From an optimization exercise on the open Yosys and OpenROAD flow, aimed at small area; shortcuts taken in it are not production practice. Function was checked by simulation only, so behaviour that the tests miss may differ from the original.

Setup of trial 13:
==> flow/design.v (excerpt) <==
module ALU (
    input Clk,
    input Reset,
    input [7:0] operand_A, operand_B,
    input [3:0] Sel,
    output [7:0] Out,
    output [3:0] Flag);
    reg [7:0] Result;
    reg [3:0] FlagCpy;
    wire [7:0] nResult;
    wire [3:0] nFlag;
    assign Out = Result;
    assign Flag = FlagCpy;
    wire [7:0] A = operand_A;
    wire [7:0] B = operand_B;
    wire s_add = (Sel == 4'h0);
    wire s_sub = (Sel == 4'h1);
    wire s_mul = (Sel == 4'h2);
    wire s_div = (Sel == 4'h3);
    wire s_shl = (Sel == 4'h4);
    wire s_shr = (Sel == 4'h5);
    wire s_lgc = (Sel >= 4'h6) && (Sel <= 4'hB);
    wire s_quo = s_div || s_shr;             
    wire sub = s_sub || s_quo;               
    wire b_lo = ~|B[7:3];                    
    wire [7:0] Y = s_shr ? (8'h01 << B[2:0]) : B;
    wire [7:0] Yx = Y ^ {8{sub}};            
    wire [7:0] Yn = ~Yx;
    wire [7:0] hz, qz;
    assign hz[0] = 1'b1;
    assign qz[0] = s_quo;
    genvar g, k;
    generate
        for (g = 1; g < 8; g = g + 1) begin : g_hz
            assign hz[g] = ~|B[7:8-g];
            assign qz[g] = (s_div && hz[g]) || (s_shr && B[2:0] < 8 - g);
        end
    endgenerate
    wire [7:0] xs_n = ~((s_mul || (s_shr && !b_lo)) ? 8'h00 : A);
    wire [7:0] xn0;                  
    wire [7:0] X0;                   
    wire [7:0] q;                    
    wire [7:0] co;                   
    wire [7:0] pr0, gr0;             
    generate
        for (g = 7; g >= 0; g = g - 1) begin : g_row
            wire [8-g:0] c;
            wire [7-g:0] xi, xo;
            wire e;                  
            localparam ET = (g == 0 || (8 - g) % 2 == 1);
            assign c[0] = sub;
            for (k = 0; k <= 7 - g; k = k + 1) begin : g_bit
                wire p, q2;
                if (k == 0) begin : g_k0
  ...
Settings: LEC_CHECK=0, ABC_AREA=0, CAP_MARGIN=20, CORE_MARGIN=2, CORE_UTILIZATION=45, CTS_BUF_LIST=sky130_fd_sc_hd__clkbuf_4, CTS_CLUSTER_SIZE=20, GPL_TIMING_DRIVEN=0, SLEW_MARGIN=20, SYNTH_HIERARCHICAL=1, SYNTH_MINIMUM_KEEP_SIZE=0; clock period 13.5 ns.
standard.sh (not shown) runs the stock make flow with config.mk's settings and CLKGATE_MAP_FILE= SYNTH_SCRIPT=/design/flow/synth_recipe.tcl, a recipe that flattens the netlist after the stock synthesis.
==> flow/flow/run.sh <==
#!/bin/bash
set -euo pipefail
export POST_SYNTH_TCL="$(pwd)/flow/downsize.tcl"
export BUFFER_PORTS_ARGS="-buffer_cell sky130_fd_sc_hd__buf_1"
export RECOVER_POWER=100
SETUP_SLACK_MARGIN=0.40 bash standard.sh cts > standard_to_cts.log 2>&1
SKIP_INCREMENTAL_REPAIR=1 bash standard.sh > standard.log 2>&1
==> flow/flow/downsize.tcl <==
# POST_SYNTH hook: set every combinational cell of the synthesized netlist to
# the smallest-area drive strength of the same cell (the same name up to the
# _N drive suffix), so that ABC's drive choices, made without placement or
# real loads, do not stay in the layout. The flow's own repair_design and
# repair_timing then upsize only the cells that timing, slew or load need.
set ::ds_dont_use {}
if {[info exists ::env(DONT_USE_CELLS)]} { set ::ds_dont_use $::env(DONT_USE_CELLS) }
proc ds_dont_use {name} {
  foreach pat $::ds_dont_use { if {[string match $pat $name]} { return 1 } }
  return 0
}
set db [ord::get_db]
# smallest master for each base name: lowest area, then highest drive number
array set best {}
foreach lib [$db getLibs] {
  foreach m [$lib getMasters] {
    set n [$m getName]
    if {![regexp {^(sky130_fd_sc_hd__[a-z0-9]+(?:_[a-z0-9]+)*?)_([0-9]+)$} $n -> base drv]} { continue }
    if {[ds_dont_use $n]} { continue }
    set a [expr {[$m getWidth] * [$m getHeight]}]
    if {![info exists best($base)]} {
      set best($base) [list $a $drv $m]
    } else {
      lassign $best($base) ba bd bm
      if {$a < $ba || ($a == $ba && $drv > $bd)} { set best($base) [list $a $drv $m] }
    }
  }
}
set block [ord::get_db_block]
set swapped 0
foreach inst [$block getInsts] {
  set m [$inst getMaster]
  set n [$m getName]
  # registers keep the cell synthesis gave them
  if {[string match "sky130_fd_sc_hd__df*" $n] || [string match "sky130_fd_sc_hd__dl*" $n] || [string match "sky130_fd_sc_hd__sdf*" $n] || [string match "sky130_fd_sc_hd__edf*" $n]} { continue }
  if {![regexp {^(sky130_fd_sc_hd__[a-z0-9]+(?:_[a-z0-9]+)*?)_([0-9]+)$} $n -> base drv]} { continue }
  if {![info exists best($base)]} { continue }
  set bm [lindex $best($base) 2]
  if {[$bm getName] ne $n} {
    puts "downsize [$inst getName] $n -> [$bm getName]"
    $inst swapMaster $bm
    incr swapped
  }
}
puts "downsize: $swapped cells set to their smallest drive strength"
Trial 13 finished all stages; the layout is clean.
Input-level comparison between trial 5 and trial 13:
==> flow/flow/run.sh <==
#!/bin/bash
set -euo pipefail
export POST_SYNTH_TCL="$(pwd)/flow/downsize.tcl"
export BUFFER_PORTS_ARGS="-buffer_cell sky130_fd_sc_hd__buf_1"
export RECOVER_POWER=100
SETUP_SLACK_MARGIN=0.65 bash standard.sh cts > standard_to_cts.log 2>&1
SKIP_INCREMENTAL_REPAIR=1 bash standard.sh > standard.log 2>&1
[summary]
- Final critical-path share of the clock period: trial 5 lower than trial 13
- Compared with trial 13, wire length in trial 5 decreased slightly.
- Trial 5 vs. trial 13: HPWL after detailed placement decreased about 2%, global-route usage shrank by 0.30 points, worst setup slack before clock tree synthesis went up by 0.36 ns, non-filler instance count after layout saw an increase.
- [compare] base=trial 13 new=trial 5: worst hold slack neither gained nor lost much; post-route cell area up about 0.47%.

[static timing again, ports no longer ideal]
The results above use ideal ports. As a check the final layouts listed here were re-extracted and re-timed, cells and wires unchanged. Step 1 sets driving cells, clkbuf_16 on the clock port and buf_2 on the other inputs (assumed; they add their load-dependent delay and slew). Step 2 times the ports against the registers' clock, not the clock port: input delays grow and output delays shrink by t, the midpoint of the rising clock arrivals with the driver on. a / b / c = ideal / step 1 / step 2; a / b = the first two.
run | t, ns | setup WS [ns] | clock arrival spread, ns
trial 13 | 0.282 | 0.310 / 0.306 / 0.024 | 0.000 / 0.000
trial 5 | 0.293 | 0.548 / 0.544 / 0.250 | 0.003 / 0.003
After both steps every run listed still meets setup and hold. For trial 5, which loses most, drivers alone change the setup slack by -0.004 ns; drivers and shift together by -0.298 ns.
